Source: an optimization exercise on an open RTL-to-GDS flow (aim: small area). Production flows keep margins and buffers that such runs may drop. The RTL was checked by simulation tests, not by an equivalence proof against the original design. In this run the design's own scripts or RTL, not TritonCTS, make the clock network. The flow treats the clock pin as an ideal source. Dropping or thinning the clock tree relies on that and would not hold on a real chip. Power and IR drop assume default switching activity.

--- design/flow/flow/run.sh ---
#!/bin/bash
# Own layout flow:
#  1. the standard synthesis (standard.sh synth), unchanged, into ref/;
#  2. its combinational logic re-mapped by ABC with several area scripts
#     (flow/s*.abc); the flip-flops keep their instances, names and cell
#     types; each result is proven equivalent to the standard netlist
#     (Yosys equiv_simple/equiv_induct, registers paired by name) and the
#     smallest proven one is kept (the standard netlist if none is proven);
#  3. the standard layout (standard.sh) of that netlist, with buf_1 port
#     buffers and a one-level clock tree of one to three buffers
#     (flow/cts_one.tcl).
set -uo pipefail
HERE=$PWD
FL=$HERE/flow
LIB=$FLOW_HOME/platforms/sky130hd/lib/sky130_fd_sc_hd__tt_025C_1v80.lib

bash standard.sh WORK_HOME=$HERE/ref synth > $HERE/std_synth.log 2>&1 || exit 1
SYN=$HERE/ref/results/sky130hd/computer_4_bit/base/1_2_yosys.v

best=$SYN
best_area=999999999
for scr in $FL/s*.abc; do
  n=$(basename $scr .abc)
  cat > $HERE/reopt_$n.ys <<EOY
read_liberty -ignore_miss_func $LIB
read_verilog $SYN
hierarchy -top computer_4_bit
setattr -mod -set keep_hierarchy 1 sky130_fd_sc_hd__*df*
flatten
opt_clean
select computer_4_bit
rename -hide w:*.*
opt_clean -purge
techmap
opt -fast
abc -liberty $LIB -script $scr -dont_use sky130_fd_sc_hd__probe_p_8 -dont_use sky130_fd_sc_hd__probec_p_8 -dont_use sky130_fd_sc_hd__lpflow_*
opt_clean -purge
hilomap -singleton -hicell sky130_fd_sc_hd__conb_1 HI -locell sky130_fd_sc_hd__conb_1 LO
splitnets
opt_clean -purge
tee -o $HERE/reopt_$n.stat stat -liberty $LIB computer_4_bit
write_verilog -noattr -noexpr -nohex -nodec -selected $HERE/reopt_$n.v
EOY
  cat > $HERE/equiv_$n.ys <<EOY
read_liberty -ignore_miss_func $LIB
read_verilog $SYN
rename computer_4_bit gold
read_verilog $HERE/reopt_$n.v
rename computer_4_bit gate
flatten gold gate
rename -hide w:_* w:*.*
opt_clean
equiv_make gold gate equiv
hierarchy -top equiv
equiv_simple
equiv_induct
equiv_status -assert
EOY
  while [[ $(jobs -rp | wc -l) -ge 4 ]]; do wait -n; done
  ( yosys -s $HERE/reopt_$n.ys > $HERE/reopt_$n.log 2>&1 && \
    yosys -s $HERE/equiv_$n.ys > $HERE/equiv_$n.log 2>&1 && touch $HERE/ok_$n ) &
done
wait
for scr in $FL/s*.abc; do
  n=$(basename $scr .abc)
  [[ -f $HERE/ok_$n ]] || continue
  grep -qE '^\s*\\\$' $HERE/reopt_$n.v && continue
  a=$(awk '/Chip area/ {print $NF}' $HERE/reopt_$n.stat)
  if awk "BEGIN{exit !($a < $best_area)}"; then best_area=$a; best=$HERE/reopt_$n.v; fi
done
echo "netlist: $best ($best_area)" > $HERE/reopt_choice.txt
cp $best $HERE/netlist.v

bash standard.sh SYNTH_NETLIST_FILES=$HERE/netlist.v \
  "BUFFER_PORTS_ARGS=-buffer_cell sky130_fd_sc_hd__buf_1" PRE_CTS_TCL=$FL/cts_one.tcl finish > $HERE/layout.log 2>&1
--- design/flow/flow/cts_one.tcl ---
rename clock_tree_synthesis cts_tritoncts

proc onelevel_build { mname nbuf {axis auto} } {
  set block [ord::get_db_block]
  set master [[ord::get_db] findMaster $mname]
  set clknet [[$block findBTerm clk] getNet]
  set sinks {}
  foreach it [$clknet getITerms] {
    set loc [[$it getInst] getLocation]
    lappend sinks [list [lindex $loc 0] [lindex $loc 1] $it]
  }
  # split along the axis in which the flip-flops spread further
  set xs [lsort -integer [lmap s $sinks {lindex $s 0}]]
  set ys [lsort -integer [lmap s $sinks {lindex $s 1}]]
  if { $axis == "auto" } {
    if { [lindex $ys end] - [lindex $ys 0] > [lindex $xs end] - [lindex $xs 0] } {
      set axis y
    } else {
      set axis x
    }
  }
  if { $axis == "y" } {
    set sinks [lsort -integer -index 1 $sinks]
  } else {
    set sinks [lsort -integer -index 0 $sinks]
  }
  set n [llength $sinks]
  set made {}
  for {set g 0} {$g < $nbuf} {incr g} {
    set lo [expr {$g * $n / $nbuf}]
    set hi [expr {($g + 1) * $n / $nbuf - 1}]
    set net [odb::dbNet_create $block clknet_0_clk_$g]
    $net setSigType CLOCK
    set buf [odb::dbInst_create $block $master clkbuf_0_clk_$g]
    set sx 0
    set sy 0
    foreach s [lrange $sinks $lo $hi] {
      set sx [expr {$sx + [lindex $s 0]}]
      set sy [expr {$sy + [lindex $s 1]}]
      set it [lindex $s 2]
      $it disconnect
      $it connect $net
    }
    set k [expr {$hi - $lo + 1}]
    [$buf findITerm A] connect $clknet
    [$buf findITerm X] connect $net
    $buf setLocation [expr {$sx / $k}] [expr {$sy / $k}]
    $buf setPlacementStatus PLACED
    lappend made [list $buf $net]
    puts "one-level clock tree: clkbuf_0_clk_$g ($mname) drives $k flip-flops"
  }
  return $made
}

proc onelevel_undo { made } {
  set block [ord::get_db_block]
  set clknet [[$block findBTerm clk] getNet]
  foreach m $made {
    lassign $m buf net
    foreach it [$net getITerms] {
      if { [$it getInst] != $buf } {
        $it disconnect
        $it connect $clknet
      }
    }
    odb::dbInst_destroy $buf
    odb::dbNet_destroy $net
  }
}

proc onelevel_max_clk_slew { } {
  set_propagated_clock [all_clocks]
  estimate_parasitics -placement
  set m 0.0
  foreach p [get_pins -hierarchical */CLK] {
    set m [expr {max($m, [get_property $p slew_max_rise], [get_property $p slew_max_fall])}]
  }
  return $m
}

proc clock_tree_synthesis { args } {
  foreach choice { {sky130_fd_sc_hd__clkbuf_8 1} {sky130_fd_sc_hd__clkbuf_4 2} {sky130_fd_sc_hd__buf_4 2} {sky130_fd_sc_hd__clkbuf_4 3} {sky130_fd_sc_hd__buf_4 3} } {
    lassign $choice mname nbuf
    foreach axis { x y } {
      set made [onelevel_build $mname $nbuf $axis]
      set s [onelevel_max_clk_slew]
      puts "one-level clock tree: $nbuf x $mname split by $axis, estimated max clock-pin slew $s ns"
      if { $s <= 0.105 } {
        set_propagated_clock [all_clocks]
        return
      }
      onelevel_undo $made
      if { $nbuf == 1 } { break }
    }
  }
  onelevel_build sky130_fd_sc_hd__clkbuf_16 1
  set_propagated_clock [all_clocks]
}
--- design/flow/flow/s1.abc ---
strash
&get -n
&deepsyn -T 60 -S 1
&put
&get -n
&dch -f
&nf -R 1000
&put
mfs3 -ae
strash
&get -n
&dch -f
&nf -R 1000
&put
mfs3 -ae
--- design/flow/flow/s2.abc ---
strash
&get -n
&deepsyn -T 60 -S 2
&put
&get -n
&dch -f
&nf -R 1000
&put
mfs3 -ae
strash
&get -n
&dch -f
&nf -R 1000
&put
mfs3 -ae
--- design/flow/flow/s3.abc ---
strash
&get -n
&deepsyn -T 60 -S 3
&put
&get -n
&dch -f
&nf -R 1000
&put
mfs3 -ae
strash
&get -n
&dch -f
&nf -R 1000
&put
mfs3 -ae
--- design/flow/flow/s4.abc ---
strash
&get -n
&deepsyn -T 60 -S 4
&put
&get -n
&dch -f
&nf -R 1000
&put
mfs3 -ae
strash
&get -n
&dch -f
&nf -R 1000
&put
mfs3 -ae
--- design/flow/flow/s5.abc ---
strash
&get -n
&deepsyn -T 60 -S 5
&put
&get -n
&dch -f
&nf -R 1000
&put
mfs3 -ae
strash
&get -n
&dch -f
&nf -R 1000
&put
mfs3 -ae
--- design/flow/flow/s6.abc ---
strash
&get -n
&deepsyn -T 60 -S 6
&put
&get -n
&dch -f
&nf -R 1000
&put
mfs3 -ae
strash
&get -n
&dch -f
&nf -R 1000
&put
mfs3 -ae
--- design/flow/flow/s7.abc ---
strash
&get -n
&deepsyn -T 60 -S 7
&put
&get -n
&dch -f
&nf -R 1000
&put
mfs3 -ae
strash
&get -n
&dch -f
&nf -R 1000
&put
mfs3 -ae
--- design/flow/flow/s8.abc ---
strash
&get -n
&deepsyn -T 60 -S 8
&put
&get -n
&dch -f
&nf -R 1000
&put
mfs3 -ae
strash
&get -n
&dch -f
&nf -R 1000
&put
mfs3 -ae
--- design/flow/flow/s91.abc ---
strash
&get -n
&deepsyn -T 60 -S 1
&put
&get -n
&dch -f
&nf -R 1000
&put
--- design/flow/flow/s92.abc ---
strash
&get -n
&deepsyn -T 60 -S 2
&put
&get -n
&dch -f
&nf -R 1000
&put
--- design/flow/flow/s93.abc ---
strash
&get -n
&deepsyn -T 60 -S 3
&put
&get -n
&dch -f
&nf -R 1000
&put
--- design/flow/flow/s94.abc ---
strash
&get -n
&deepsyn -T 60 -S 4
&put
&get -n
&dch -f
&nf -R 1000
&put
--- design/flow/standard.sh ---
#!/bin/bash
# synth_recipe.tcl (not shown) runs the flow's synth.tcl, then flattens the netlist and writes it again
# the make line also repeats each setting of config.mk as NAME=value (left out here)
make -C /OpenROAD-flow-scripts/flow DESIGN_CONFIG=/design/flow/config.mk WORK_HOME=/design/flow/orfs CLKGATE_MAP_FILE= SYNTH_SCRIPT=/design/flow/synth_recipe.tcl "${@:-finish}"
--- design/flow/config.mk ---
export PLATFORM = sky130hd
export DESIGN_NAME = computer_4_bit
export DESIGN_NICKNAME = computer_4_bit
export VERILOG_FILES = /design/flow/design.v
export SDC_FILE = /design/flow/constraint.sdc
export NUM_CORES = 4
export LEC_CHECK = 0
export CAP_MARGIN = 5
export CORE_MARGIN = 2
export CORE_UTILIZATION = 40
export GPL_TIMING_DRIVEN = 0
export PLACE_DENSITY = 0.8
export SLEW_MARGIN = 5
--- design/flow/constraint.sdc ---
create_clock -name core_clock -period 5.0 [get_ports {clk}]
set_input_delay 1.0000 -clock core_clock [delete_from_list [all_inputs] [get_ports {clk}]]
set_output_delay 1.0000 -clock core_clock [all_outputs]
set_load 0.01 [all_outputs]
--- design/flow/design.v ---
module computer_4_bit(INPUT_A,INPUT_B,command,ADDRESS,OUTPUT_A,OUTPUT_B,ZF,CF,clk,reset);
input [3:0]INPUT_A,INPUT_B;
input [3:0]ADDRESS;
output [3:0]OUTPUT_A;
output [3:0]OUTPUT_B;
output reg ZF, CF;
input clk, reset;
output reg [3:0]command;
reg [3:0] A, B, Z;
reg       R;
localparam [15:0] SI = 16'b1010_1000_0110_0100;
wire       halt = (command == 4'd15) & ~R;
assign OUTPUT_A = R ? 4'd0 : (command == 4'd10) ? 4'd15 : A;
assign OUTPUT_B = (command == 4'd9) ? 4'd14 : (R | (command[3:1] == 3'd0)) ? 4'd0 : B;
wire       s    = SI[Z + 4'd12];             
wire       sub  = ~command[3] & ~command[0];
wire [3:0] op1  = (~command[3] | (command[2] & command[1])) ? A : {2'b00, ~command[2], 1'b1};
wire [4:0] sum  = op1 + (B ^ {4{sub}}) + sub;
wire       sn   = SI[sum[3:0]];              
wire [3:0] ip8  = ZF ? 4'd1 : ADDRESS;       
reg  [3:0] a_n;
always @* begin
    case (command)
    4'd15:   a_n = halt ? A : sum[3:0];      
    4'd0:    a_n = sum[3:0];                 
    4'd1:    a_n = B;                        
    4'd2:    a_n = {3'b000, s};              
    4'd3:    a_n = {3'b000, s};              
    4'd4:    a_n = {2'b00, s, ~s};           
    4'd5:    a_n = {3'b000, s};              
    4'd6:    a_n = Z;                        
    4'd8:    a_n = Z;                        
    4'd9:    a_n = B;                        
    4'd12:   a_n = {Z[3:1], Z[0] | sn};      
    4'd13:   a_n = {A[3:1], A[0] ^ sn};      
    default: a_n = A;
    endcase
end
wire zf_hold = (command == 4'd8) | (command == 4'd10) | (command == 4'd11);
wire zf_n    = zf_hold ? ZF : (command == 4'd9) ? (A == 4'd0) : (a_n == 4'd0);
always @(posedge clk) begin
    R <= reset;
    if (reset) begin
        command <= 4'd15;
        A       <= INPUT_A;
        B       <= INPUT_B;
        Z       <= ADDRESS ^ 4'd8;
        ZF      <= 1'b0;
        CF      <= 1'b0;
    end else begin
        if (!halt) command <= command + 4'd1;
        A  <= a_n;
        ZF <= zf_n;
        case (command)
        4'd15: if (!halt) CF <= sum[4];                  
        4'd1:  B  <= A;                                  
        4'd4:  CF <= 1'b0;                               
        4'd5:  CF <= ~s;                                 
        4'd7:  begin B <= ip8; Z <= B; end               
        4'd8:  begin B <= sum[3:0]; Z <= A; end          
        4'd9:  B  <= A;                                  
        4'd10: B  <= A;                                  
        4'd12: B  <= sum[3:0];                           
        4'd13: B  <= sum[3:0];                           
        default: ;
        endcase
    end
end
endmodule
==> run notes <==
-- layout make-up --
cell class	count	area share (%)
flip-flops and latches	19	33.1
repair buffers	27	7.28
multi-input cells	136	54.0
inverters	6	1.62
plain buffers	2	1.08
well taps	33	2.97
-- final timing paths --
check / slack [ns] / startpoint / to
setup reg to reg: 1.91 / command[3] / A[3]
setup / recovery: 1.91 / command[3] / A[3]
hold reg to reg: 0.51 / command[0] / command[0]
hold / removal: 0.51 / command[0] / command[0]
-- cells in the final DEF (no fill, tap or decap), types with 2 or more instances in the layout --
cell,count
a21oi_1,13
nor2_1,20
a222oi_1,4
and2_0,2
a22oi_1,3
and3_1,2
buf_4,2
buf_1,27
o21ai_0,17
nand2_1,25
nand2b_1,4
mux2_1,2
o211ai_1,2
a22o_1,4
nor2b_1,3
dfxtp_1,11
nand3_1,7
o22ai_1,2
a31oi_1,2
edfxtp_1,8
clkinv_1,6
a221oi_1,2
o21a_1,3
or2_0,2
nor3_1,6
xor2_1,3
-- stage by stage --
| step | total power [mW] | area [sq um] | setup slack (ns) | utilization, % | hold WS, ns |
|---|---|---|---|---|---|
| after floorplan | 0.464 | 1230 | 2.39 | - | 0.479 |
| after global placement | 0.547 | 1380 | 2.10 | 45.8 | 0.489 |
| after detailed placement | 0.556 | 1380 | 2.00 | 45.8 | 0.484 |
| after CTS | 0.615 | 1390 | 1.96 | 46.3 | 0.509 |
| after global routing | 0.668 | 1390 | 1.70 | 46.3 | 0.528 |
| final | 0.621 | 1390 | 1.91 | 46.3 | 0.511 |
-- flip-flops by register name (all words and copies together) (netlist names) --
name	cells
B	4
command	4
R	1
Z	4
ZF	1
CF	1
A	4
-- report_power, final --
group / internal, mW / leakage, nW / switching, mW
Clock: 0.0210 / 0.00961 / 0.0389
Combinational: 0.112 / 0.326 / 0.170
Sequential: 0.206 / 0.171 / 0.0736
Total: 0.339 / 0.506 / 0.282
-- per-layer routing --
layer	vias to the layer above	global-route usage [%]	routed length, um
li1	666	-	-
met1	606	27.9	1430
met4	0	3.81	32
met2	73	33.3	1600
met5	-	0	0
met3	5	2.18	383
==> flow_summary.toml <==
[timing]
tightest_slew_ns = 0.855
timing.final.hold_violations = 0
layout_min_cycle_time_ns = 3.09
slew_violations = 0
timing.fmax_mhz = 323
finalCritPeriodShare_pct = 61.9
slew_headroom_pct = 43.0
setup_tns_ns = 0
setup_viol = 0
grt_setup_unrepaired = "no"
finalClockSkew_ns = 0.0187

[drt]
drt_wl_total_um = 3450
antenna_left = 0
detail_route.iter0.violations = 126
num_vias = 1350
wl_per_cell_um = 15.5
vias_per_cell = 6.05
post-route-drc-count = 0
dr.pass1.iters = 6

[die]
design.die.area_sq_um = 3540
die_w_um = 59.5
core_sq_um = 3000
start_util_pct = 41.1
row_count = 20
pin_count = 28
die_h_um = 59.5

[finish]
multiInputGateArea_sq_um = 751
instances_no_fill = 223
synthToLayoutAreaGrowth_pct = 12.8
diodes = 0
drive_above_1_share_pct = 1.05
final_nets = 206
n_fill_cell = 320
seq_area_sq_um = 460

[worst_setup_path]
startpoint_type = "register"
worst_path_largest_cell_delay_ns = 0.71
crit_path_cell_trace = "nand2_1 > o21ai_0 > and3_1 > a21oi_1 > nor2_1 > nand2_1 > o21a_1 > nand2_1 > nand3_1 > o21ai_0 > a21oi_1 > or2_0 > and3_1 > o21ai_0 > nand3_1 > mux2_1"
worstPathRequired_ns = 5.02
cp_slowest_cell = "dfxtp_1"
cp-end-kind = "register"
path_depth = 16
worst-path-buf-inv = 0
critical_path_class = "register to register"
critical-path-top-delay-family = "simple AND/OR/NAND/NOR gates"
critical_path_peak_fanout = 18
reg2regPathDepth = 16
worstPathArrival_ns = 3.11

[synthesis]
syn_nets = 175
synth_area_per_cell_sq_um = 7.66
synth_warnings = 0
synthCells = 161
syn_area_sq_um = 1230

[global_routing]
grt_pass1_wl_um = 5480
grt_overflow = 0
antenna_found_initial = 0
globalRouteTotalUtil_pct = 19.9
grt_pass1_vias = 1142
grt_start_max_net_pins = 22

[placed_design]
gp_congestion = 0.929
io_buffers = 27
dp_cells = 221
hpwl_um = 2550

[worst_hold_path]
whs_path_depth = 1
hold_path.class = "register to register"

[power]
ir_worst_vdd_mv = 0.274
leakage_nw = 0.506
p_per_area_nw_per_um2 = 446

[clock_network]
cts_hold_buf = 0
clock_latency_ns = 0.14
cts.reportedPaths.clkPinSlew_ns = 0.10
postCtsSetupBuffers = 0
cts.repair.resized = 0

[run]
maxCapViolations = 0

[run_status]
run_status = "finished clean"

[afterwards: timing with drivers on the ports]
No port has a modelled driver above. Below, the same layout with a new extraction and two added sets of constraints.
Step 1 sets driving cells, clkbuf_16 on the clock port and buf_2 on the other inputs (assumed; they add their load-dependent delay and slew).
Step 2, shift: input delay + t, output delay - t, t = (earliest + latest rising clock arrival at the registers) / 2. This alone moves slack from input paths to output paths.
Three values: ideal, step 1, step 2; two values: the first two.
shift t [ns]: 0.162
setup slack, ns: 1.906 / 1.906 / 1.906
worst setup path after step 2: register to register
worst register clock-pin slew, ns: 0.10 / 0.10
cell pins on the clock port's net: 2
After both steps setup and hold are still met in this run. For this run, drivers alone change the setup slack by 0.000 ns; drivers and shift together by 0.000 ns.
